Background: an optimization exercise with open tools, aiming at small area and a short achievable clock period. Do not read the settings as production practice. At most, simulation tests tie the RTL to the original design; equivalence was not proved. Function not checked in runs 1 to 3: the RTL went through the layout flow alone.

## flow/design.v (module list and top-level ports; edited modules follow where they fit)
// module mult32: 73 lines
// module mul24: 1545 lines
// module fa_cell: 4 lines
// module ha_cell: 4 lines
// module add_pre: 14 lines
// module adder32: 90 lines
// module PE: 31 lines
module PE (input [31:0] x, input [31:0] w, input [31:0] acc, output reg [31:0] res, input clk, output reg [31:0] wout);
  // ...
==> flow/run.sh <==
#!/bin/bash
# synth_recipe.tcl (not shown) runs the flow's synth.tcl, then flattens the netlist and writes it again
# the make line also repeats each setting of config.mk as NAME=value (left out here)
make -C /OpenROAD-flow-scripts/flow DESIGN_CONFIG=/design/flow/config.mk WORK_HOME=/design/flow/orfs CLKGATE_MAP_FILE= SYNTH_SCRIPT=/design/flow/synth_recipe.tcl finish
==> flow/config.mk <==
export PLATFORM = sky130hd
export DESIGN_NAME = PE
export DESIGN_NICKNAME = PE
export VERILOG_FILES = /design/flow/design.v
export SDC_FILE = /design/flow/constraint.sdc
export NUM_CORES = 4
export LEC_CHECK = 0
export CAP_MARGIN = 20
export CORE_MARGIN = 2
export CORE_UTILIZATION = 40
export SLEW_MARGIN = 20
==> flow/constraint.sdc <==
create_clock -name core_clock -period 18.0 [get_ports {clk}]
set_input_delay 3.6000 -clock core_clock [delete_from_list [all_inputs] [get_ports {clk}]]
set_output_delay 3.6000 -clock core_clock [all_outputs]
set_load 0.01 [all_outputs]
==> metrics.yaml, run 1 <==
finish:
  multi_input_area_share_pct: 76.02
  area_growth_pct: 8.004
  seq_share_pct: 7.643
  final_cells: 6682
  nNonClkInverters: 751
  buf_share_pct: 4.887
yosys:
  synth_top_family_by_area: "adder cells"
  muxShareOfSynthArea_pct: 4.776
  netlist-cell-type-count: 98
  synth_flop_cell: "dfxtp_1"
  synth-edff-count: 0
  yosys-top-cells-area: "fa_1 24%, ha_1 9.3%, dfxtp_1 8.2%"
drt:
  top_layer: "met4"
  wl_um: 162400
worst_setup_path:
  critPathLaunchType: "register"
  reg2regPathDepth: 33
  endpoint_kind: "register"
  worst-setup-path-type: "register to register"
timing:
  relSlewSlack_pct: 20.77
  setup_tns_ns: 0
  rsz0062_at_grt: "false"
floorplanning:
  die_area_um2: 107300
  initial_core_util_pct: 40.39
  tap-cell-count: 1380
clock_network:
  clockRootBuffer: "clkbuf_16"
place:
  io_buffers: 160
  place_area_um2: 44580
worst_hold_path:
  hp-start: "acc_q[30]"
status:
  outcome: "complete, no violations"
==> inputs of run 2 (changes only) <==
--- a/flow/config.mk
+++ b/flow/config.mk
@@ -6,6 +6,7 @@
 export NUM_CORES = 4
 export LEC_CHECK = 0
-export CAP_MARGIN = 20
+export CAP_MARGIN = 50
 export CORE_MARGIN = 2
 export CORE_UTILIZATION = 40
-export SLEW_MARGIN = 20
+export SETUP_SLACK_MARGIN = 5
+export SLEW_MARGIN = 80
==> metrics.yaml, run 2 <==
drt:
  drt_iter0_drc: 4323  # was 4536
  routed-via-count: 41759  # was 40377
  viasPerCell: 6.019  # was 6.043
  drtPass1Iterations: 6  # unchanged
  drc: 0  # unchanged
  wl_per_cell_um: 24.23  # was 24.30 um
  wl_um: 168100  # was 162400 um
  ant_nets: 0  # unchanged
yosys:
  synthArstFlopShare_pct: 0  # unchanged
  muxShareOfSynthArea_pct: 4.776  # unchanged
  synth_xor_area_share_pct: 3.703  # unchanged
  synth-edff-count: 0  # unchanged
  synth_warnings: 3  # unchanged
  synth_seq_cells: 172  # unchanged
  yosysSeqAreaShare_pct: 8.225  # unchanged
  yosys-top-cells-area: "fa_1 24%, ha_1 9.3%, dfxtp_1 8.2%"  # unchanged
  synth_top_family_by_area: "adder cells"  # unchanged
  yosysTopAreaCellShare_pct: 23.72  # unchanged
  yosysTopAreaCell: "fa_1"  # unchanged
  synth_adder_area_share_pct: 33.01  # unchanged
  netlist-cell-type-count: 98  # unchanged
  syn_nets: 6230  # unchanged
  synthSimpleGateAreaFrac_pct: 19.91  # unchanged
  yosysMostFrequentCell: "inv_1"  # unchanged
  synth_area_um2: 41870  # unchanged
  synthesis.instances: 5326  # unchanged
  synth_flop_cell: "dfxtp_1"  # unchanged
  avgSynthCellArea_um2: 7.861  # unchanged
  ys_top_cells_by_count: "745 x inv_1, 548 x nand2_1, 496 x fa_1, 311 x ha_1, 307 x nor2_1"  # unchanged
  synth_compound_area_share_pct: 20.62  # unchanged
finish:
  fin_area_um2: 52480  # was 45220 um^2
  final_util_pct: 50.64  # was 43.63%
  layout_commonest_cell: "inv_1"  # unchanged
  area_growth_pct: 25.36  # was 8.004%
  layout.nets: 6448  # was 6192
  final_cells: 6938  # was 6682
  drive_gt1_share_pct: 19.78  # was 4.641%
  mostFrequentLayoutCells: "711 x inv_1, 541 x nand2_1, 493 x fa_1, 294 x and2_1, 268 x nor2_1"  # was 745 x inv_1, 548 x nand2_1, 496 x fa_1, 310 x ha_1, 307 x nor2_1
worst_setup_path:
  slowest_stage: "clkdlybuf4s50_1"  # was dfxtp_4
  cp_common_cell: "clkdlybuf4s50_1"  # was nand2_1
  cp_data_required_time_ns: 18.41  # was 18.48 ns
  endpoint_kind: "register"  # unchanged
  arrival_ns: 12.82  # was 11.77 ns
  worst-setup-path-type: "register to register"  # unchanged
  critPathLaunchType: "register"  # unchanged
  max_stage_delay_ns: 0.57  # was 0.83 ns
  crit_fanout: 25  # was 76
floorplanning:
  placementRows: 118  # unchanged
  die_area_um2: 107300  # unchanged
  die_w_um: 327.5  # unchanged
  pin_count: 161  # unchanged
  core_region_area_um2: 103600  # unchanged
  initial_core_util_pct: 40.39  # unchanged
  die_h_um: 327.5  # unchanged
status:
  outcome: "complete, no violations"  # unchanged
clock_network:
  htreeDepth: 4  # unchanged
  cts_hold_buffers: 0  # unchanged
  clk_pin_slew_ns: 0.09  # about the same
  post_cts_buffers: 0  # unchanged
  cts_tree: "built"  # unchanged
  clockRootBuffer: "clkbuf_16"  # unchanged
  cts_buffer_depth: 2  # unchanged
  cts_resized: 0  # unchanged
  numCtsBuffers: 17  # unchanged
  clock-sinks: 172  # unchanged
  clk_latency_ns: 0.55  # about the same
place:
  io_buffers: 160  # unchanged
  place_area_um2: 50420  # was 44580 um^2
  gp_congestion: 1.047  # unchanged
  dp_hpwl_um: 129200  # was 123900 um
  dp_cells: 6883  # was 6649
grt:
  grt_max_degree: 38  # was 77
  track_usage_pct: 30.96  # was 30.01%
  antenna_found_initial: 1  # was 3
  grt_pass1_wl_um: 254500  # was 245700 um
  overflow: 0  # unchanged
  grt_pass1_vias: 41688  # was 39640
timing:
  period_needed_ns: 12.41  # was 11.29 ns
  final_hold_viol_count: 0  # unchanged
  worst_pin_slew_ns: 0.3340  # was 1.158 ns
  hold_ws_ns: 0.5745  # was 0.5715 ns
  max_freq_mhz: 80.59  # was 88.55 MHz
  slew_violations: 0  # unchanged
  clock_skew_ns: 0.02909  # was 0.03776 ns
  setup_tns_ns: 0  # unchanged
  setup_viol: 0  # unchanged
  relSlewSlack_pct: 77.63  # was 20.77%
  period_share_pct: 68.94  # was 62.74%
  rsz0062_at_grt: "false"  # unchanged
job:
  cap_violations: 0  # unchanged
worst_hold_path:
  hp-class: "register to register"  # unchanged
-- run 2: worst paths after layout --
kind / startpoint / endpoint / slack, ns / cells after the start
setup reg to reg: xa_q / res[29] / 5.59 / 44
hold / removal: acc_q[28] / res[28] / 0.57 / 2
hold reg to reg: acc_q[28] / res[28] / 0.57 / 2
setup / recovery: xa_q / res[29] / 5.59 / 44
-- run 2: per-layer routing --
metal	wire (um)	vias up	GRT usage, %
met5	13	-	0
met4	9420	2	15.80
met3	14400	487	5.183
met2	76130	2157	49.41
met1	68150	20598	40.37
li1	-	18515	-
-- run 2: final cells by class --
type	count	area, um^2
inverter	751	2845
clock buffer	17	425.4
multi-input combinational	4105	39120
antenna	1	2.502
tap	1380	1727
clock inverter	15	206.4
fill	9794	51160
timing repair buffer	497	4517
sequential	172	3641
-- run 2: cell families (layout without fill, tap and decap cells) --
group	Yosys count	after routing
fa+ha+maj	807	807
mux	156	156
buf+inv	1049	1280
compound gates	1277	1277
other cells	0	1
flops	172	172
simple gates	1688	1688
xor+xnor	177	177
-- run 2: through the flow --
stage	worst slack [ns]
final	5.592
after global routing	5.007
after CTS	5.742
after detailed placement	5.841
after global placement	7.336
after floorplan	8.013
-- run 2: critical path: cells and delay by family (launching register included) --
family / cells / cell delay (ns)
buffers and inverters: 16 / 5.99
AOI/OAI and AO/OA: 15 / 2.84
and+or+nand+nor: 7 / 1.34
adders and majority gates: 2 / 0.92
muxes: 2 / 0.40
DFF: 1 / 0.39
xor gates and xnor gates: 2 / 0.35
==> inputs of run 3 (changes only) <==
==> flow/flow/run.sh (new file) <==
#!/bin/bash
# The standard layout, with repair_timing asked to keep a setup margin, so that
# the timing repair also works on paths that already meet the 18 ns clock.
set -euo pipefail
MARGIN=$(cat flow/margin.txt)
bash standard.sh SETUP_SLACK_MARGIN=$MARGIN finish > flow_make.log 2>&1
==> flow/flow/margin.txt (new file) <==
9
==> flow/standard.sh (new file) <==
#!/bin/bash
# synth_recipe.tcl (not shown) runs the flow's synth.tcl, then flattens the netlist and writes it again
# the make line also repeats each setting of config.mk as NAME=value (left out here)
make -C /OpenROAD-flow-scripts/flow DESIGN_CONFIG=/design/flow/config.mk WORK_HOME=/design/flow/orfs CLKGATE_MAP_FILE= SYNTH_SCRIPT=/design/flow/synth_recipe.tcl "${@:-finish}"
--- a/flow/config.mk
+++ b/flow/config.mk
@@ -6,7 +6,6 @@
 export NUM_CORES = 4
 export LEC_CHECK = 0
-export CAP_MARGIN = 50
+export CAP_MARGIN = 20
 export CORE_MARGIN = 2
 export CORE_UTILIZATION = 40
-export SETUP_SLACK_MARGIN = 5
-export SLEW_MARGIN = 80
+export SLEW_MARGIN = 20
removed: flow/run.sh
==> metrics.yaml, run 3 <==
yosys:
  syn_nets: 6230  # unchanged
  yosysMostFrequentCell: "inv_1"  # unchanged
  synth_warnings: 3  # unchanged
  synth_seq_cells: 172  # unchanged
  synthesis.instances: 5326  # unchanged
  synthArstFlopShare_pct: 0  # unchanged
  yosysSeqAreaShare_pct: 8.225  # unchanged
  yosysTopAreaCell: "fa_1"  # unchanged
  synth-edff-count: 0  # unchanged
  yosysTopAreaCellShare_pct: 23.72  # unchanged
  avgSynthCellArea_um2: 7.861  # unchanged
  yosys-top-cells-area: "fa_1 24%, ha_1 9.3%, dfxtp_1 8.2%"  # unchanged
  netlist-cell-type-count: 98  # unchanged
  synth_flop_cell: "dfxtp_1"  # unchanged
  synth_area_um2: 41870  # unchanged
  ys_top_cells_by_count: "745 x inv_1, 548 x nand2_1, 496 x fa_1, 311 x ha_1, 307 x nor2_1"  # unchanged
worst_setup_path:
  max_stage_delay_ns: 0.78  # was 0.57 ns
  crit_fanout: 8  # was 25
  critPathLaunchType: "register"  # unchanged
  endpoint_kind: "register"  # unchanged
  cp_data_required_time_ns: 18.38  # was 18.41 ns
  r2r_setup_slack_ns: 9.15  # was 5.59 ns
  timing.rr.start: "pf_q[3]"  # was xa_q
  arrival_ns: 9.23  # was 12.82 ns
  slowest_stage: "dfxtp_1"  # was clkdlybuf4s50_1
  worst-setup-path-type: "register to register"  # unchanged
  regToRegEndpoint: "res[27]"  # was res[29]
  reg2regPathDepth: 28  # was 44
finish:
  layout.nets: 6242  # was 6448
  final_cells: 6733  # was 6938
  area_growth_pct: 10.51  # was 25.36%
  layout_commonest_cell: "inv_1"  # unchanged
  mostFrequentLayoutCells: "740 x inv_1, 547 x nand2_1, 495 x fa_1, 306 x nor2_1, 306 x ha_1"  # was 711 x inv_1, 541 x nand2_1, 493 x fa_1, 294 x and2_1, 268 x nor2_1
  drive_gt1_share_pct: 7.307  # was 19.78%
floorplanning:
  placementRows: 118  # unchanged
  die_h_um: 327.5  # unchanged
  die_w_um: 327.5  # unchanged
  pin_count: 161  # unchanged
  core_region_area_um2: 103600  # unchanged
  initial_core_util_pct: 40.39  # unchanged
  die_area_um2: 107300  # unchanged
grt:
  grt_pass1_vias: 40239  # was 41688
  grt_pass1_wl_um: 249800  # was 254500 um
  track_usage_pct: 30.58  # was 30.96%
  overflow: 0  # unchanged
  grt_max_degree: 67  # was 38
  antenna_found_initial: 6  # was 1
timing:
  setup_viol: 0  # unchanged
  slew_violations: 0  # unchanged
  rsz0062_at_grt: "false"  # unchanged
  max_freq_mhz: 113.0  # was 80.59 MHz
  setup_tns_ns: 0  # unchanged
  period_share_pct: 49.16  # was 68.94%
  worst_pin_slew_ns: 1.098  # was 0.3340 ns
  final_hold_viol_count: 0  # unchanged
  relSlewSlack_pct: 26.38  # was 77.63%
  period_needed_ns: 8.850  # was 12.41 ns
  clock_skew_ns: 0.02965  # was 0.02909 ns
drt:
  drtPass1Iterations: 8  # was 6
  viasPerCell: 6.041  # was 6.019
  ant_nets: 0  # unchanged
  drt_iter0_drc: 4928  # was 4323
  routed-via-count: 40677  # was 41759
  wl_per_cell_um: 24.67  # was 24.23 um
  drc: 0  # unchanged
  wl_um: 166100  # was 168100 um
place:
  dp_cells: 6657  # was 6883
  io_buffers: 160  # unchanged
  gp_congestion: 1.041  # was 1.047
  dp_hpwl_um: 125800  # was 129200 um
worst_hold_path:
  hp-class: "register to register"  # unchanged
  hp-start: "acc_q[30]"  # was acc_q[28]
  min_to: "res[30]"  # was res[28]
  min_path_cells: 2  # unchanged
clock_network:
  numCtsBuffers: 17  # unchanged
  clock-sinks: 172  # unchanged
  clockRootBuffer: "clkbuf_16"  # unchanged
  cts_tree: "built"  # unchanged
  clk_latency_ns: 0.54  # was 0.55 ns
  clk_pin_slew_ns: 0.10  # was 0.09 ns
  htreeDepth: 4  # unchanged
  cts_buffer_depth: 2  # unchanged
status:
  outcome: "complete, no violations"  # unchanged
job:
  cap_violations: 0  # unchanged
run 3: cell counts after synthesis:
Identical to the previous run, type by type.
run 3: repair_timing:
action	4_1_cts	5_1_grt
endpoints found under the setup margin	59	56
cloned	5	3
pin swaps	3	6
gates resized for setup	52	101
hold buffers	0	0
setup buffers	9	25
run 3: cell families after synthesis:
kind of cell | Yosys count | share of synthesized area [%]
xor gates and xnor gates | 177 | 3.703
and+or+nand+nor | 1688 | 19.91
DFF | 172 | 8.225
muxes | 156 | 4.776
adders and majority gates | 807 | 33.01
AOI/OAI and AO/OA | 1277 | 20.62
buffers and inverters | 1049 | 9.758
run 3: final cells by class:
cell class | instances | area [um^2]
Antenna cell | 2 | 5.005
Clock buffer | 17 | 425.4
Clock inverter | 15 | 201.4
Fill cell | 10503 | 57380
Inverter | 751 | 2839
Multi-Input combinational cell | 4109 | 34890
Sequential cell | 172 | 3498
Tap cell | 1380 | 1727
Timing Repair Buffer | 285 | 2675
Timing Repair inverter | 2 | 10.01
run 3: worst max-delay path by stage:
| stage | start | end | slack [ns] | cells after the start |
|---|---|---|---|---|
| 5_1_grt | xa_q | res[27] | 8.89 | 31 |
| 3_5_place_dp | x_q[22] | d_q[2] | 6.82 | 26 |
| 4_1_cts | wout[4] | pinf_q | 9.00 | 29 |
| 6_report | pf_q[3] | res[27] | 9.15 | 28 |
| 2_1_floorplan | xa_q | res[22] | 9.05 | 39 |
| 3_3_place_gp | x_q[22] | d_q[2] | 6.90 | 26 |
run 3: critical path, delay by kind of cell, from the launching register on:
kind | cells | cell delay (ns)
buffers and inverters | 1 | 0.21
AOI/OAI and AO/OA | 15 | 4.11
DFF | 1 | 0.78
muxes | 4 | 1.20
and+or+nand+nor | 6 | 1.42
adders and majority gates | 2 | 0.96
run 3: per-stage QoR:
| step | area (um^2) | hold slack (ns) | setup slack, ns | util [%] |
|---|---|---|---|---|
| global route | 46260 | 0.5968 | 8.894 | 44.64 |
| finish | 46270 | 0.5661 | 9.151 | 44.64 |
| floorplan | 41910 | 0.4395 | 9.049 | - |
| detailed placement | 44670 | 0.5587 | 6.823 | 43.10 |
| CTS | 45640 | 0.5701 | 9.001 | 44.04 |
| global placement | 44670 | 0.5524 | 6.898 | 43.10 |
run 3: metal layers:
metal | GRT usage, % | vias to the layer above | share of wire (%)
met3 | 5.735 | 498 | 10
met2 | 48.12 | 2268 | 44
met1 | 39.91 | 19797 | 40
li1 | - | 18110 | -
met5 | 0 | - | 0.016
met4 | 15.98 | 4 | 6.1
==> module mult32, before the edit <==
module mult32 (input [31:0] a, input [31:0] b,
               output        zs,      
               output [7:0]  ze,      
               output [22:0] zf,      
               output        zzero,   
               output        zinf,    
               output        znan,    
               output [7:0]  ec0,     
               output [7:0]  ec1,     
               output [7:0]  ec2,     
               output [1:0]  k);
  wire       s  = a[31] ^ b[31];
  wire [7:0] ea = a[30:23];
  wire [7:0] eb = b[30:23];
  wire       fa_nz = |a[22:0];
  wire       fb_nz = |b[22:0];
  wire       a_max = &ea;
  wire       b_max = &eb;
  wire       a_nan = a_max & fa_nz;
  wire       b_nan = b_max & fb_nz;
  wire       a_zero = ~|ea & ~fa_nz;
  wire       b_zero = ~|eb & ~fb_nz;
  wire [47:0] ps, pc;
  mul24 u_mul (.a({1'b1, a[22:0]}), .b({1'b1, b[22:0]}), .s(ps), .c(pc));
  wire [47:0] p = ps + pc;
  wire        hi = p[47];
  wire        g  = p[23];
  wire        r  = p[22];
  reg  [4:0]  tza, tzb;
  integer i;
  always @* begin
    tza = 5'd23;
    tzb = 5'd23;
    for (i = 22; i >= 0; i = i - 1) begin
      if (a[i]) tza = i[4:0];
      if (b[i]) tzb = i[4:0];
    end
  end
  wire [5:0]  tz = {1'b0, tza} + {1'b0, tzb};
  wire        st = tz < 6'd22;
  wire        inc_hi = g & (r | st | p[24]);
  wire        inc_lo = g & (r | st);
  wire [22:0] f_hi = p[46:24] + {22'd0, inc_hi};
  wire [22:0] f_lo = {p[45:24], inc_lo};
  wire        ec_hi = inc_hi & (p[46:24] == 23'h7ffffe);
  wire        ec_lo = inc_lo & (p[46:24] == 23'h7fffff);
  wire        ec = hi ? ec_hi : ec_lo;
  wire [8:0]  e2 = {1'b0, ea} + {1'b0, eb};
  wire [9:0]  tm = {1'b0, e2} - 10'd1;
  wire [9:0]  t0 = {1'b0, e2};
  wire [9:0]  tp = {1'b0, e2} + 10'd1;
  wire        uf_m = tm[9] | (tm < 10'd127);
  wire        uf_0 = t0 < 10'd127;
  wire        uf_p = tp < 10'd127;
  wire        of_m = ~tm[9] & (tm > 10'd380);
  wire        of_0 = t0 > 10'd380;
  wire        of_p = tp > 10'd380;
  assign k   = {1'b0, hi} + {1'b0, ec};
  wire        uf = (k == 2'd0) ? uf_m : (k == 2'd1) ? uf_0 : uf_p;
  wire        of = (k == 2'd0) ? of_m : (k == 2'd1) ? of_0 : of_p;
  assign ec0 = tm[7:0] + 8'd130;
  assign ec1 = t0[7:0] + 8'd130;
  assign ec2 = tp[7:0] + 8'd130;
  wire        in_nan = a_nan | b_nan | (a_max & b_zero) | (b_max & a_zero);
  wire        in_inf = a_max | b_max;
  wire        in_zero = a_zero | b_zero;
  assign znan  = in_nan;
  assign zinf  = ~in_nan & (in_inf | (~in_zero & ~uf & of));
  assign zzero = ~in_nan & ~in_inf & (in_zero | uf);
  assign zs = in_nan | (s & ~(~in_inf & ~in_zero & uf));
  assign ze = (k == 2'd0) ? ec0 : (k == 2'd1) ? ec1 : ec2;
  assign zf = hi ? f_hi : f_lo;
endmodule
==> module adder32, before the edit <==
module adder32 (input as, input [7:0] ae, input [22:0] af,
                input a_zero, input a_inf, input a_nan,
                input [31:0] b, input xa, input [7:0] d,
                output reg [31:0] z);
  wire        sb = b[31];
  wire [7:0]  eb = b[30:23];
  wire [22:0] bf = b[22:0];
  wire        fb_nz = |bf;
  wire        b_max = &eb;
  wire        b_zero = ~|eb & ~fb_nz;
  wire        sub = as ^ sb;
  wire        a_eq = {ae, af} == b[30:0];
  wire [7:0]  ex = xa ? ae : eb;
  wire [22:0] fx = xa ? af : bf;
  wire [22:0] fy = xa ? bf : af;
  wire        sx = xa ? as : sb;
  wire [26:0] mx  = {1'b1, fx, 3'b000};
  wire [26:0] my  = {1'b1, fy, 3'b000};
  wire [26:0] sh0 = ((|d[7:5]) | (d[4:0] > 5'd26)) ? 27'd0 : (my >> d[4:0]);
  wire [26:0] sh  = {sh0[26:1], sh0[0] | sh0[1]};
  wire [27:0] t   = sub ? ({1'b0, mx} - {1'b0, sh}) : ({1'b0, mx} + {1'b0, sh});
  wire        c   = t[27];
  wire        n1  = ~t[27] & ~t[26];
  wire [23:0] mf  = c ? t[27:4] : (n1 ? {t[25:4], t[2], 1'b0} : {t[26:4], t[2]});
  wire        gf  = c ? t[3] : t[2];
  wire        rf  = c ? t[2] : t[1];
  wire        stf = c ? (t[1] | t[0]) : t[0];
  wire        incf = gf & (rf | stf | mf[0]);
  wire [23:0] mrf = mf + {23'd0, incf};
  wire        ecf = incf & (mf == 24'hfffffe);
  wire [8:0]  exm = {1'b0, ex} - 9'd1;
  wire [8:0]  ex1 = {1'b0, ex} + 9'd1;
  wire [8:0]  ex2 = {1'b0, ex} + 9'd2;
  wire [1:0]  kf  = {1'b0, ~n1} + {1'b0, c} + {1'b0, ecf};
  wire [7:0]  ef  = (kf == 2'd0) ? exm[7:0] : (kf == 2'd1) ? ex : (kf == 2'd2) ? ex1[7:0] : ex2[7:0];
  wire        uff = (kf == 2'd0) ? (ex < 8'd2) : (kf == 2'd1) ? (ex == 8'd0) : 1'b0;
  wire        off = (kf == 2'd2) ? (ex == 8'd254) : (kf == 2'd3) ? (ex >= 8'd253) : 1'b0;
  wire [25:0] nab0 = {2'b01, af, 1'b0} - {2'b01, bf, 1'b0};
  wire [25:0] nba0 = {2'b01, bf, 1'b0} - {2'b01, af, 1'b0};
  wire [25:0] nab1 = {2'b01, af, 1'b0} - {3'b001, bf};
  wire [25:0] nba1 = {2'b01, bf, 1'b0} - {3'b001, af};
  wire        neg = nab0[25];
  wire [24:0] tn  = d[0] ? (xa ? nab1[24:0] : nba1[24:0]) : (neg ? nba0[24:0] : nab0[24:0]);
  wire        sn  = d[0] ? sx : (neg ? sb : as);
  wire [23:0] mn  = {tn[24:2], tn[0]};
  reg  [4:0]  lz;
  integer i;
  always @* begin
    lz = 5'd24;
    for (i = 0; i < 24; i = i + 1)
      if (mn[i]) lz = 5'd23 - i[4:0];
  end
  wire [23:0] mnn  = mn << lz;
  wire        lz0  = mn[23];
  wire [23:0] mn1  = mn + {23'd0, tn[0]};
  wire        ecn  = tn[0] & (mn == 24'hfffffe);
  wire [23:0] mrn  = lz0 ? mn1 : mnn;
  wire [8:0]  exl  = {1'b0, ex} - {4'd0, lz};
  wire [7:0]  en   = lz0 ? (ecn ? ex1[7:0] : ex) : exl[7:0];
  wire        ufn  = lz0 ? (ex == 8'd0) & ~ecn : exl[8] | (exl[7:0] == 8'd0);
  wire        ofn  = lz0 & ecn & (ex == 8'd254);
  wire        near = sub & ~|d[7:1];
  wire        sr = near ? sn : sx;
  wire [23:0] mr = near ? mrn : mrf;
  wire [7:0]  er = near ? en : ef;
  wire        uf = near ? ufn : uff;
  wire        of = near ? ofn : off;
  always @* begin
    if (a_nan | (b_max & fb_nz))
      z = 32'hffc00000;
    else if (a_inf)
      z = {as, 8'hff, 23'd0};
    else if (b_max)
      z = {sb, 8'hff, 23'd0};
    else if (a_zero & b_zero)
      z = {as & sb, 31'd0};
    else if (a_zero)
      z = b;
    else if (b_zero)
      z = {as, ae, af};
    else if (a_eq & sub)
      z = 32'd0;
    else if (uf)
      z = 32'd0;
    else if (of)
      z = {sr, 8'hff, 23'd0};
    else
      z = {sr, er, mr[22:0]};
  end
endmodule
==> module PE, before the edit <==
module PE (input [31:0] x, input [31:0] w, input [31:0] acc, output reg [31:0] res, input clk, output reg [31:0] wout);
  reg  [31:0] x_q;
  reg  [31:0] acc_q;
  reg         ps_q, pzero_q, pinf_q, pnan_q, xa_q;
  reg  [7:0]  pe_q, d_q;
  reg  [22:0] pf_q;
  wire        ps, pzero, pinf, pnan, xa;
  wire [7:0]  pe, d, ec0, ec1, ec2;
  wire [22:0] pf;
  wire [1:0]  k;
  wire [31:0] sum;
  mult32 m1 (.a(x_q), .b(wout), .zs(ps), .ze(pe), .zf(pf), .zzero(pzero), .zinf(pinf),
             .znan(pnan), .ec0(ec0), .ec1(ec1), .ec2(ec2), .k(k));
  add_pre p1 (.ec0(ec0), .ec1(ec1), .ec2(ec2), .k(k), .eb(acc[30:23]), .xa(xa), .d(d));
  adder32 a1 (.as(ps_q), .ae(pe_q), .af(pf_q), .a_zero(pzero_q), .a_inf(pinf_q), .a_nan(pnan_q),
              .b(acc_q), .xa(xa_q), .d(d_q), .z(sum));
  always @(posedge clk) begin
    x_q     <= x;
    wout    <= w;
    acc_q   <= acc;
    ps_q    <= ps;
    pe_q    <= pe;
    pf_q    <= pf;
    pzero_q <= pzero;
    pinf_q  <= pinf;
    pnan_q  <= pnan;
    xa_q    <= xa;
    d_q     <= d;
    res     <= sum;
  end
endmodule
==> inputs of run 4 (changes only) <==
--- a/flow/design.v
+++ b/flow/design.v
@@ -1,13 +1,3 @@
-module mult32 (input [31:0] a, input [31:0] b,
-               output        zs,      
-               output [7:0]  ze,      
-               output [22:0] zf,      
-               output        zzero,   
-               output        zinf,    
-               output        znan,    
-               output [7:0]  ec0,     
-               output [7:0]  ec1,     
-               output [7:0]  ec2,     
-               output [1:0]  k);
+module mult32 (input [31:0] a, input [31:0] b, output reg [31:0] z);
   wire       s  = a[31] ^ b[31];
   wire [7:0] ea = a[30:23];
@@ -45,30 +35,24 @@
   wire        ec_hi = inc_hi & (p[46:24] == 23'h7ffffe);
   wire        ec_lo = inc_lo & (p[46:24] == 23'h7fffff);
+  wire [22:0] f  = hi ? f_hi : f_lo;
   wire        ec = hi ? ec_hi : ec_lo;
-  wire [8:0]  e2 = {1'b0, ea} + {1'b0, eb};
-  wire [9:0]  tm = {1'b0, e2} - 10'd1;
-  wire [9:0]  t0 = {1'b0, e2};
-  wire [9:0]  tp = {1'b0, e2} + 10'd1;
-  wire        uf_m = tm[9] | (tm < 10'd127);
-  wire        uf_0 = t0 < 10'd127;
-  wire        uf_p = tp < 10'd127;
-  wire        of_m = ~tm[9] & (tm > 10'd380);
-  wire        of_0 = t0 > 10'd380;
-  wire        of_p = tp > 10'd380;
-  assign k   = {1'b0, hi} + {1'b0, ec};
-  wire        uf = (k == 2'd0) ? uf_m : (k == 2'd1) ? uf_0 : uf_p;
-  wire        of = (k == 2'd0) ? of_m : (k == 2'd1) ? of_0 : of_p;
-  assign ec0 = tm[7:0] + 8'd130;
-  assign ec1 = t0[7:0] + 8'd130;
-  assign ec2 = tp[7:0] + 8'd130;
-  wire        in_nan = a_nan | b_nan | (a_max & b_zero) | (b_max & a_zero);
-  wire        in_inf = a_max | b_max;
-  wire        in_zero = a_zero | b_zero;
-  assign znan  = in_nan;
-  assign zinf  = ~in_nan & (in_inf | (~in_zero & ~uf & of));
-  assign zzero = ~in_nan & ~in_inf & (in_zero | uf);
-  assign zs = in_nan | (s & ~(~in_inf & ~in_zero & uf));
-  assign ze = (k == 2'd0) ? ec0 : (k == 2'd1) ? ec1 : ec2;
-  assign zf = hi ? f_hi : f_lo;
+  wire [9:0]  t = {2'b0, ea} + {2'b0, eb} + {9'b0, ec} - {9'b0, ~hi};
+  wire        uf = t[9] | (t < 10'd127);
+  wire        of = ~t[9] & (t > 10'd380);
+  wire [7:0]  fe = t[7:0] + 8'd130;
+  always @* begin
+    if (a_nan | b_nan | (a_max & b_zero) | (b_max & a_zero))
+      z = 32'hffc00000;
+    else if (a_max | b_max)
+      z = {s, 8'hff, 23'd0};
+    else if (a_zero | b_zero)
+      z = {s, 31'd0};
+    else if (uf)
+      z = 32'd0;
+    else if (of)
+      z = {s, 8'hff, 23'd0};
+    else
+      z = {s, fe, f};
+  end
 endmodule
 module mul24 (input [23:0] a, input [23:0] b, output [47:0] s, output [47:0] c);
@@ -1625,34 +1609,26 @@
   assign co = a & b;
 endmodule
-module add_pre (input [7:0] ec0, input [7:0] ec1, input [7:0] ec2, input [1:0] k,
-                input [7:0] eb, output xa, output [7:0] d);
-  wire [8:0] ab0 = {1'b0, ec0} - {1'b0, eb};
-  wire [8:0] ab1 = {1'b0, ec1} - {1'b0, eb};
-  wire [8:0] ab2 = {1'b0, ec2} - {1'b0, eb};
-  wire [8:0] ba0 = {1'b0, eb} - {1'b0, ec0};
-  wire [8:0] ba1 = {1'b0, eb} - {1'b0, ec1};
-  wire [8:0] ba2 = {1'b0, eb} - {1'b0, ec2};
-  wire [7:0] d0 = ab0[8] ? ba0[7:0] : ab0[7:0];
-  wire [7:0] d1 = ab1[8] ? ba1[7:0] : ab1[7:0];
-  wire [7:0] d2 = ab2[8] ? ba2[7:0] : ab2[7:0];
-  assign xa = (k == 2'd0) ? ~ab0[8] : (k == 2'd1) ? ~ab1[8] : ~ab2[8];
-  assign d  = (k == 2'd0) ? d0 : (k == 2'd1) ? d1 : d2;
-endmodule
-module adder32 (input as, input [7:0] ae, input [22:0] af,
-                input a_zero, input a_inf, input a_nan,
-                input [31:0] b, input xa, input [7:0] d,
-                output reg [31:0] z);
-  wire        sb = b[31];
-  wire [7:0]  eb = b[30:23];
-  wire [22:0] bf = b[22:0];
-  wire        fb_nz = |bf;
-  wire        b_max = &eb;
-  wire        b_zero = ~|eb & ~fb_nz;
-  wire        sub = as ^ sb;
-  wire        a_eq = {ae, af} == b[30:0];
-  wire [7:0]  ex = xa ? ae : eb;
-  wire [22:0] fx = xa ? af : bf;
-  wire [22:0] fy = xa ? bf : af;
-  wire        sx = xa ? as : sb;
+module adder32 (input [31:0] a, input [31:0] b, output reg [31:0] z);
+  wire       sa = a[31];
+  wire       sb = b[31];
+  wire [7:0] ea = a[30:23];
+  wire [7:0] eb = b[30:23];
+  wire       fa_nz = |a[22:0];
+  wire       fb_nz = |b[22:0];
+  wire       a_max = &ea;
+  wire       b_max = &eb;
+  wire       a_zero = ~|ea & ~fa_nz;
+  wire       b_zero = ~|eb & ~fb_nz;
+  wire       sub = sa ^ sb;
+  wire       a_eq = a[30:0] == b[30:0];
+  wire [8:0]  dab = {1'b0, ea} - {1'b0, eb};
+  wire [8:0]  dba = {1'b0, eb} - {1'b0, ea};
+  wire        xa = ~dab[8];
+  wire [7:0]  d  = xa ? dab[7:0] : dba[7:0];
+  wire [7:0]  ex = xa ? ea : eb;
+  wire [22:0] fx = xa ? a[22:0] : b[22:0];
+  wire [22:0] fy = xa ? b[22:0] : a[22:0];
+  wire        sx = xa ? sa : sb;
+  wire        sy = xa ? sb : sa;
   wire [26:0] mx  = {1'b1, fx, 3'b000};
   wire [26:0] my  = {1'b1, fy, 3'b000};
@@ -1669,18 +1645,12 @@
   wire [23:0] mrf = mf + {23'd0, incf};
   wire        ecf = incf & (mf == 24'hfffffe);
-  wire [8:0]  exm = {1'b0, ex} - 9'd1;
-  wire [8:0]  ex1 = {1'b0, ex} + 9'd1;
-  wire [8:0]  ex2 = {1'b0, ex} + 9'd2;
-  wire [1:0]  kf  = {1'b0, ~n1} + {1'b0, c} + {1'b0, ecf};
-  wire [7:0]  ef  = (kf == 2'd0) ? exm[7:0] : (kf == 2'd1) ? ex : (kf == 2'd2) ? ex1[7:0] : ex2[7:0];
-  wire        uff = (kf == 2'd0) ? (ex < 8'd2) : (kf == 2'd1) ? (ex == 8'd0) : 1'b0;
-  wire        off = (kf == 2'd2) ? (ex == 8'd254) : (kf == 2'd3) ? (ex >= 8'd253) : 1'b0;
-  wire [25:0] nab0 = {2'b01, af, 1'b0} - {2'b01, bf, 1'b0};
-  wire [25:0] nba0 = {2'b01, bf, 1'b0} - {2'b01, af, 1'b0};
-  wire [25:0] nab1 = {2'b01, af, 1'b0} - {3'b001, bf};
-  wire [25:0] nba1 = {2'b01, bf, 1'b0} - {3'b001, af};
-  wire        neg = nab0[25];
-  wire [24:0] tn  = d[0] ? (xa ? nab1[24:0] : nba1[24:0]) : (neg ? nba0[24:0] : nab0[24:0]);
-  wire        sn  = d[0] ? sx : (neg ? sb : as);
+  wire [9:0]  ef  = {2'b0, ex} + {9'd0, c} + {9'd0, ecf} - {9'd0, n1};
+  wire [24:0] xn  = {1'b1, fx, 1'b0};
+  wire [24:0] yn  = d[0] ? {2'b01, fy} : {1'b1, fy, 1'b0};
+  wire [25:0] t1  = {1'b0, xn} - {1'b0, yn};
+  wire [25:0] t2  = {1'b0, yn} - {1'b0, xn};
+  wire        neg = t1[25];
+  wire [24:0] tn  = neg ? t2[24:0] : t1[24:0];
+  wire        sn  = neg ? sy : sx;
   wire [23:0] mn  = {tn[24:2], tn[0]};
   reg  [4:0]  lz;
@@ -1692,31 +1662,27 @@
   end
   wire [23:0] mnn  = mn << lz;
-  wire        lz0  = mn[23];
-  wire [23:0] mn1  = mn + {23'd0, tn[0]};
-  wire        ecn  = tn[0] & (mn == 24'hfffffe);
-  wire [23:0] mrn  = lz0 ? mn1 : mnn;
-  wire [8:0]  exl  = {1'b0, ex} - {4'd0, lz};
-  wire [7:0]  en   = lz0 ? (ecn ? ex1[7:0] : ex) : exl[7:0];
-  wire        ufn  = lz0 ? (ex == 8'd0) & ~ecn : exl[8] | (exl[7:0] == 8'd0);
-  wire        ofn  = lz0 & ecn & (ex == 8'd254);
+  wire        incn = (lz == 5'd0) & tn[0];
+  wire [23:0] mrn  = mnn + {23'd0, incn};
+  wire        ecn  = incn & (mnn == 24'hfffffe);
+  wire [9:0]  en   = {2'b0, ex} + {9'd0, ecn} - {5'd0, lz};
   wire        near = sub & ~|d[7:1];
   wire        sr = near ? sn : sx;
   wire [23:0] mr = near ? mrn : mrf;
-  wire [7:0]  er = near ? en : ef;
-  wire        uf = near ? ufn : uff;
-  wire        of = near ? ofn : off;
+  wire [9:0]  er = near ? en : ef;
+  wire        uf = $signed(er) < 10'sd1;
+  wire        of = $signed(er) > 10'sd254;
   always @* begin
-    if (a_nan | (b_max & fb_nz))
+    if ((a_max & fa_nz) | (b_max & fb_nz))
       z = 32'hffc00000;
-    else if (a_inf)
-      z = {as, 8'hff, 23'd0};
+    else if (a_max)
+      z = {sa, 8'hff, 23'd0};
     else if (b_max)
       z = {sb, 8'hff, 23'd0};
     else if (a_zero & b_zero)
-      z = {as & sb, 31'd0};
+      z = {sa & sb, 31'd0};
     else if (a_zero)
       z = b;
     else if (b_zero)
-      z = {as, ae, af};
+      z = a;
     else if (a_eq & sub)
       z = 32'd0;
@@ -1726,5 +1692,5 @@
       z = {sr, 8'hff, 23'd0};
     else
-      z = {sr, er, mr[22:0]};
+      z = {sr, er[7:0], mr[22:0]};
   end
 endmodule
@@ -1732,30 +1698,15 @@
   reg  [31:0] x_q;
   reg  [31:0] acc_q;
-  reg         ps_q, pzero_q, pinf_q, pnan_q, xa_q;
-  reg  [7:0]  pe_q, d_q;
-  reg  [22:0] pf_q;
-  wire        ps, pzero, pinf, pnan, xa;
-  wire [7:0]  pe, d, ec0, ec1, ec2;
-  wire [22:0] pf;
-  wire [1:0]  k;
+  reg  [31:0] prod_q;
+  wire [31:0] prod;
   wire [31:0] sum;
-  mult32 m1 (.a(x_q), .b(wout), .zs(ps), .ze(pe), .zf(pf), .zzero(pzero), .zinf(pinf),
-             .znan(pnan), .ec0(ec0), .ec1(ec1), .ec2(ec2), .k(k));
-  add_pre p1 (.ec0(ec0), .ec1(ec1), .ec2(ec2), .k(k), .eb(acc[30:23]), .xa(xa), .d(d));
-  adder32 a1 (.as(ps_q), .ae(pe_q), .af(pf_q), .a_zero(pzero_q), .a_inf(pinf_q), .a_nan(pnan_q),
-              .b(acc_q), .xa(xa_q), .d(d_q), .z(sum));
+  mult32 m1 (.a(x_q), .b(wout), .z(prod));
+  adder32 a1 (.a(prod_q), .b(acc_q), .z(sum));
   always @(posedge clk) begin
-    x_q     <= x;
-    wout    <= w;
-    acc_q   <= acc;
-    ps_q    <= ps;
-    pe_q    <= pe;
-    pf_q    <= pf;
-    pzero_q <= pzero;
-    pinf_q  <= pinf;
-    pnan_q  <= pnan;
-    xa_q    <= xa;
-    d_q     <= d;
-    res     <= sum;
+    x_q    <= x;
+    wout   <= w;
+    prod_q <= prod;
+    acc_q  <= acc;
+    res    <= sum;
   end
 endmodule
==> flow/run.sh (new file) <==
#!/bin/bash
# synth_recipe.tcl (not shown) runs the flow's synth.tcl, then flattens the netlist and writes it again
# the make line also repeats each setting of config.mk as NAME=value (left out here)
make -C /OpenROAD-flow-scripts/flow DESIGN_CONFIG=/design/flow/config.mk WORK_HOME=/design/flow/orfs CLKGATE_MAP_FILE= SYNTH_SCRIPT=/design/flow/synth_recipe.tcl finish
removed: flow/flow/run.sh
removed: flow/flow/margin.txt
removed: flow/standard.sh
==> metrics.yaml, run 4 <==
status:
  outcome: "complete, no violations"  # unchanged
drt:
  routed-via-count: 36177  # was 40677
  drtPass1Iterations: 8  # unchanged
  top_layer: "met5"  # unchanged
  route.met3.wl_um: 13120  # was 16590 um
  drc: 0  # unchanged
  met2WireLength_um: 67890  # was 73230 um
  wl_um: 151300  # was 166100 um
  drt_iter0_drc: 3698  # was 4928
  viasPerCell: 5.920  # was 6.041
  wl_met1_um: 63180  # was 66080 um
  wl_per_cell_um: 24.76  # was 24.67 um
  ant_nets: 0  # unchanged
timing:
  rsz0062_at_grt: "false"  # unchanged
  final_hold_viol_count: 0  # unchanged
  setup_viol: 0  # unchanged
  worst_pin_slew_ns: 1.247  # was 1.098 ns
  period_share_pct: 82.43  # was 49.16%
  period_needed_ns: 14.84  # was 8.850 ns
  max_freq_mhz: 67.39  # was 113.0 MHz
  setup_tns_ns: 0  # unchanged
  slew_violations: 0  # unchanged
  clock_skew_ns: 0.03582  # was 0.02965 ns
  postLayoutSetupSlackWorst_ns: 3.162  # was 9.151 ns
  relSlewSlack_pct: 16.35  # was 26.38%
job:
  cap_violations: 0  # unchanged
finish:
  layout.nets: 5670  # was 6242
  drive_gt1_share_pct: 5.530  # was 7.307%
  fillers: 9745  # was 10503
  antenna_cells: 0  # was 2
  layout_commonest_cell: "inv_1"  # unchanged
  multiInputGateArea_um2: 31420  # was 34890 um^2
  seqCellArea_um2: 3211  # was 3498 um^2
  final_util_pct: 43.74  # was 44.64%
  mostFrequentLayoutCells: "710 x inv_1, 492 x fa_1, 482 x nand2_1, 298 x and2_1, 286 x a21oi_1"  # was 740 x inv_1, 547 x nand2_1, 495 x fa_1, 306 x nor2_1, 306 x ha_1
  area_growth_pct: 8.009  # was 10.51%
worst_setup_path:
  arrival_ns: 15.27  # was 9.23 ns
  endpoint_kind: "register"  # unchanged
  cp_data_required_time_ns: 18.43  # was 18.38 ns
  crit_path_end: "res[11]"  # was res[27]
  reg2regPathDepth: 55  # was 28
  max_stage_delay_ns: 0.90  # was 0.78 ns
  crit_start: "acc_q[23]"  # was pf_q[3]
  critPathLaunchType: "register"  # unchanged
  slowest_stage: "a21boi_2"  # was dfxtp_1
  worst-setup-path-type: "register to register"  # unchanged
  r2r_setup_slack_ns: 3.16  # was 9.15 ns
  regToRegEndpoint: "res[11]"  # was res[27]
  crit_fanout: 41  # was 8
  timing.rr.start: "acc_q[23]"  # was pf_q[3]
floorplanning:
  die_h_um: 314.6  # was 327.5 um
  die_area_um2: 98970  # was 107300 um^2
  die_w_um: 314.6  # was 327.5 um
  placementRows: 113  # was 118
  pin_count: 161  # unchanged
  core_region_area_um2: 95290  # was 103600 um^2
  initial_core_util_pct: 40.49  # was 40.39%
clock_network:
  clk_latency_ns: 0.52  # was 0.54 ns
  clk_pin_slew_ns: 0.08  # was 0.10 ns
  cts_hold_buffers: 0  # unchanged
  cts_tree: "built"  # unchanged
  numCtsBuffers: 17  # unchanged
  cts_buffer_depth: 2  # unchanged
  htreeDepth: 4  # unchanged
  clock-sinks: 160  # was 172
  cts_resized: 0  # was 52
  clockRootBuffer: "clkbuf_16"  # unchanged
  post_cts_buffers: 0  # was 9
grt:
  grt_pass1_wl_um: 228600  # was 249800 um
  track_usage_pct: 30.48  # was 30.58%
  overflow: 0  # unchanged
  grt_pass1_vias: 36122  # was 40239
  grt_max_degree: 56  # was 67
  antenna_found_initial: 4  # was 6
yosys:
  synth_warnings: 3  # unchanged
  yosysMostFrequentCell: "inv_1"  # unchanged
  ys_top_cells_by_count: "710 x inv_1, 492 x fa_1, 482 x nand2_1, 298 x and2_1, 288 x a21oi_1"  # was 745 x inv_1, 548 x nand2_1, 496 x fa_1, 311 x ha_1, 307 x nor2_1
  syn_nets: 5702  # was 6230
  synthArstFlopShare_pct: 0  # unchanged
  synth-edff-count: 0  # unchanged
  avgSynthCellArea_um2: 7.930  # was 7.861 um^2
  synth_seq_cells: 160  # was 172
  yosysTopAreaCell: "fa_1"  # unchanged
  synthesis.instances: 4866  # was 5326
  netlist-cell-type-count: 129  # was 98
  yosysTopAreaCellShare_pct: 25.53  # was 23.72%
  synth_flop_cell: "dfxtp_1"  # unchanged
  yosysSeqAreaShare_pct: 8.301  # was 8.225%
  synth_area_um2: 38590  # was 41870 um^2
  yosys-top-cells-area: "fa_1 26%, dfxtp_1 8.3%, ha_1 8.0%"  # was fa_1 24%, ha_1 9.3%, dfxtp_1 8.2%
place:
  gp_congestion: 1.013  # was 1.041
  io_buffers: 160  # unchanged
  dp_hpwl_um: 117000  # was 125800 um
  dp_slack_ns: 3.559  # was 6.823 ns
worst_hold_path:
  hp-class: "register to register"  # unchanged
run 4: cell count changes after synthesis, moves of 21 or more:
cell / delta
o21ai_0: -73
nand2_1: -66
ha_1: -64
clkbuf_1: -46
inv_1: -35
o21a_1: -28
buf_2: +24
nor2_1: -21
run 4: stage by stage:
step / instances / instance area, um^2 / hold WS, ns
2_1_floorplan: 4866 / 38590 / 0.4674
3_3_place_gp: 6080 / 41070 / 0.5459
3_5_place_dp: 6080 / 41070 / 0.5524
4_1_cts: 6111 / 41660 / 0.5700
5_1_grt: 6111 / 41680 / 0.6291
6_report: 6111 / 41680 / 0.5522
run 4: metal layers:
metal	up-vias	global-route usage, %
li1	16201	-
met1	17720	40.90
met2	1890	48.51
met3	364	5.198
met4	2	12.71
met5	-	0
run 4: how the worst min path moves through the flow:
| stage | startpoint | to | slack [ns] | cells past startpoint |
|---|---|---|---|---|
| final | x_q[31] | prod_q[31] | 0.55 | 2 |
| after global routing | x_q[31] | prod_q[31] | 0.63 | 2 |
| after detailed placement | x_q[31] | prod_q[31] | 0.55 | 2 |
| after CTS | x_q[31] | prod_q[31] | 0.57 | 2 |
| after global placement | x_q[31] | prod_q[31] | 0.55 | 2 |
| after floorplan | prod_q[31] | res[31] | 0.47 | 2 |
run 4: layout make-up:
cell class,count,area share (%)
timing repair buffer,237,5.230
clock inverter,14,0.4113
sequential,160,7.703
inverter,715,6.439
tap,1265,3.798
clock buffer,17,1.021
multi-input combinational,3703,75.40
run 4: cells by family (layout without fill, tap and decap cells):
| family | Yosys count | count (layout) | synth area share (%) |
|---|---|---|---|
| flops | 160 | 160 | 8.301 |
| xor+xnor | 188 | 188 | 4.364 |
| buf+inv | 1003 | 983 | 10.34 |
| mux | 120 | 120 | 3.709 |
| simple gates | 1592 | 1592 | 20.85 |
| other cells | 1 | 1 | 0.009718 |
| fa+ha+maj | 739 | 739 | 33.53 |
| compound gates | 1063 | 1063 | 18.89 |
run 4: worst max-delay path: cells and delay by family, from the launching register on:
| family | cells | cell delay [ns] |
|---|---|---|
| and+or+nand+nor | 18 | 4.46 |
| DFF | 1 | 0.43 |
| buffers and inverters | 7 | 1.62 |
| xor gates and xnor gates | 1 | 0.14 |
| AOI/OAI and AO/OA | 23 | 6.15 |
| adders and majority gates | 6 | 1.87 |

[re-timing with driven ports]
No port has a modelled driver above. Below, the same layouts with a new extraction and two added sets of constraints.
Step 1, drivers: a clkbuf_16 drives clk and a buf_2 each remaining input, both assumed.
Step 2 also shifts input and output timing later by t, the mid clock arrival at the registers, as if the neighbouring blocks saw the same clock.
Three values: ideal, step 1, step 2; two values: the first two.
run | t, ns | setup slack, ns | worst slew at a driven data input, ns | pins driven straight from the clock port
run 1 | 0.602 | 6.707 / 6.707 / 6.707 | 0.07 | 1
run 2 | 0.607 | 5.592 / 5.592 / 5.592 | 0.07 | 1
run 3 | 0.591 | 9.150 / 9.150 / 9.150 | 0.06 | 1
run 4 | 0.561 | 3.162 / 3.162 / 3.162 | 0.06 | 1
After both steps setup and hold are still met in every run listed.
